This design comes from an exercise in tuning for small area, a short achievable clock period and few clock cycles on the open sky130 flow, not from production work. Where RTL was checked, it was by simulation tests only, not by an equivalence proof against the original.

## JK
## draw_subsystem
module draw_subsystem(
    input               clk,
    input               rst_,
    input  [51:0]       line_op,
    input               line_rts,
    output              line_rtr,
    input  [41:0]       circle_op,
    input               circle_rts,
    output              circle_rtr,
    output [16:0]       mem_addr,
    output [3:0]        mem_wben,
    output [31:0]       mem_wdata,
    input  [31:0]       mem_rdata,
    output              idle
    );
Size: about 2100 cells after synthesis, ~320 flip-flops.
export LEC_CHECK = 0
export ABC_CLOCK_PERIOD_IN_PS = 2500
export CAP_MARGIN = 20
export CORE_MARGIN = 2
export CORE_UTILIZATION = 40
export SLEW_MARGIN = 20
create_clock -name core_clock -period 10.0 [get_ports {clk}]
standard.sh (not shown) runs the stock make flow with config.mk's settings and CLKGATE_MAP_FILE= SYNTH_SCRIPT=/design/flow/synth_recipe.tcl, a recipe that flattens the netlist after the stock synthesis.
==> flow/flow/run.sh <==
#!/bin/bash
# The standard layout (standard.sh) with two repair settings changed:
#  - the port buffers are sky130_fd_sc_hd__buf_1 (buffer_ports picks
#    clkdlybuf4s50_1 by default, a slow delay cell);
set -euo pipefail
sed "s|CLKGATE_MAP_FILE= |CLKGATE_MAP_FILE= SETUP_SLACK_MARGIN=7 'BUFFER_PORTS_ARGS=-buffer_cell sky130_fd_sc_hd__buf_1' |" standard.sh > standard_tuned.sh
bash standard_tuned.sh > flow.log 2>&1
diff inputs: JK => MS
- ABC_CLOCK_PERIOD_IN_PS no longer set, was 2500
==> comparison <==
JK and MS ended up with roughly the same minimum setup slack in the final design.
Between MS and JK, the number of global-route vias before repair figures differ only marginally.
Comparing JK against MS, there is no change at all in final weighted congestion of routability-driven global placement.
Comparing MS against JK, there is no change at all in total number of vias.
From JK to MS the numbers moved as follows: total congestion overflow level, clock transition at the register clock pins on the worst setup and hold paths after CTS was more or less identical.
Between MS and JK, the signed area change from the synthesized netlist to the final layout figures differ only marginally.
MS -> JK: area after synthesis delta 0, exact match
First-iteration DRC count came out exactly the same in MS and JK.
Function was not checked in any run of this note: the RTL went through the layout flow alone.

---

Another version of the RTL of draw_subsystem (not shown whole).
Size in the first run: roughly 2,000 cells after synthesis, ~300 flip-flops, roughly 190 I/O pins.
clock: 10.0 ns
lec_check: 0
cap_margin: 20
core_margin: 2
core_utilization: 40
cts_cluster_diameter: 100
cts_cluster_size: 20
slew_margin: 20
tns_end_percent: 10
==> flow/flow/run.sh <==
#!/bin/bash
# The standard layout (standard.sh) with two repair settings changed:
#  - the port buffers are sky130_fd_sc_hd__buf_1 (buffer_ports picks
#    clkdlybuf4s50_1 by default, a slow delay cell);
set -euo pipefail
sed "s|CLKGATE_MAP_FILE= |CLKGATE_MAP_FILE= SETUP_SLACK_MARGIN=6.8 'BUFFER_PORTS_ARGS=-buffer_cell sky130_fd_sc_hd__buf_1' |" standard.sh > standard_tuned.sh
bash standard_tuned.sh > flow.log 2>&1
Testbench counts at the start, summed over its fixed seeds: cycles 95,149.
Change:
==> flow/flow/run.sh (replaced) <==
#!/bin/bash
# The standard layout (standard.sh) with two repair settings changed:
#  - the port buffers are sky130_fd_sc_hd__buf_1 (buffer_ports picks
#    clkdlybuf4s50_1 by default, a slow delay cell);
set -euo pipefail
sed "s|CLKGATE_MAP_FILE= |CLKGATE_MAP_FILE= SETUP_SLACK_MARGIN=7.2 'BUFFER_PORTS_ARGS=-buffer_cell sky130_fd_sc_hd__buf_1' |" standard.sh > standard_tuned.sh
bash standard_tuned.sh > flow.log 2>&1
Result:
- maximum frequency climbs by 5.7%
- via count rose by about 0.38%
- final area increases by 3.4%
- register-to-register slack improved by 0.21 ns
- worst hold slack degrades by 0.0055 ns
- critical path depth stays the same
- setup slack gains 0.18 ns
Change:
==> flow/flow/run.sh (replaced) <==
#!/bin/bash
# The standard layout (standard.sh) with two repair settings changed:
#  - the port buffers are sky130_fd_sc_hd__buf_1 (buffer_ports picks
#    clkdlybuf4s50_1 by default, a slow delay cell);
set -euo pipefail
sed "s|CLKGATE_MAP_FILE= |CLKGATE_MAP_FILE= SETUP_SLACK_MARGIN=7 'BUFFER_PORTS_ARGS=-buffer_cell sky130_fd_sc_hd__buf_1' |" standard.sh > standard_tuned.sh
bash standard_tuned.sh > flow.log 2>&1
- TNS_END_PERCENT: 10 -> unset
=> Worst hold slack improves by 0.0044 ns. Via count went up by 2.8%. Clock skew went up by 0.035 ns. Sequential share of layout area went down by 0.89 points. Routed wire length went up by 2.2%. First-iteration DRC count went up by 12%. Worst setup slack degrades by 0.057 ns. Maximum frequency went down by 1.8%.
Change:
==> flow/flow/run.sh (replaced) <==
#!/bin/bash
# The standard layout (standard.sh) with two repair settings changed:
#  - the port buffers are sky130_fd_sc_hd__buf_1 (buffer_ports picks
#    clkdlybuf4s50_1 by default, a slow delay cell);
set -euo pipefail
sed "s|CLKGATE_MAP_FILE= |CLKGATE_MAP_FILE= SETUP_SLACK_MARGIN=6.8 'BUFFER_PORTS_ARGS=-buffer_cell sky130_fd_sc_hd__buf_1' |" standard.sh > standard_tuned.sh
bash standard_tuned.sh > flow.log 2>&1
Result:
- worst setup slack gains 0.012 ns
- routed wire length came out lower by a few percent
- critical path depth does not change
- maximum frequency came out higher slightly
- cell count came out lower slightly
- global-route usage came out lower by 0.32 points
- sequential cell count stays the same
- non-clock buffer count came out lower by 58
- worst hold slack loses 0.015 ns

what the ideal ports hide:
How much do the figures lean on ideal ports? The routed layouts below were timed once more, with nothing changed but the port constraints.
Step 1, drivers: a clkbuf_16 drives clk and a buf_2 each remaining input, both assumed.
Step 2 times the ports against the registers' clock, not the clock port: input delays grow and output delays shrink by t, the midpoint of the rising clock arrivals with the driver on.
Three values: no drivers, after step 1, after step 2; two values: the first two.
run	t (ns)	setup slack, ns	pins driven straight from the clock port
JK	0.626	6.853 / 6.795 / 6.444	1
MS	0.626	6.853 / 6.795 / 6.444	1
the first run of note 2	0.603	6.710 / 6.652 / 6.332	1
the second run of note 2	0.583	6.887 / 6.828 / 6.718	1
the third run of note 2	0.618	6.830 / 6.768 / 6.579	1
the fourth run of note 2	0.603	6.841 / 6.786 / 6.273	1
After both steps setup and hold are still met in every run listed. The setup slack of the fourth run of note 2, which loses most, moves by -0.055 ns with the drivers and by -0.568 ns with both steps.
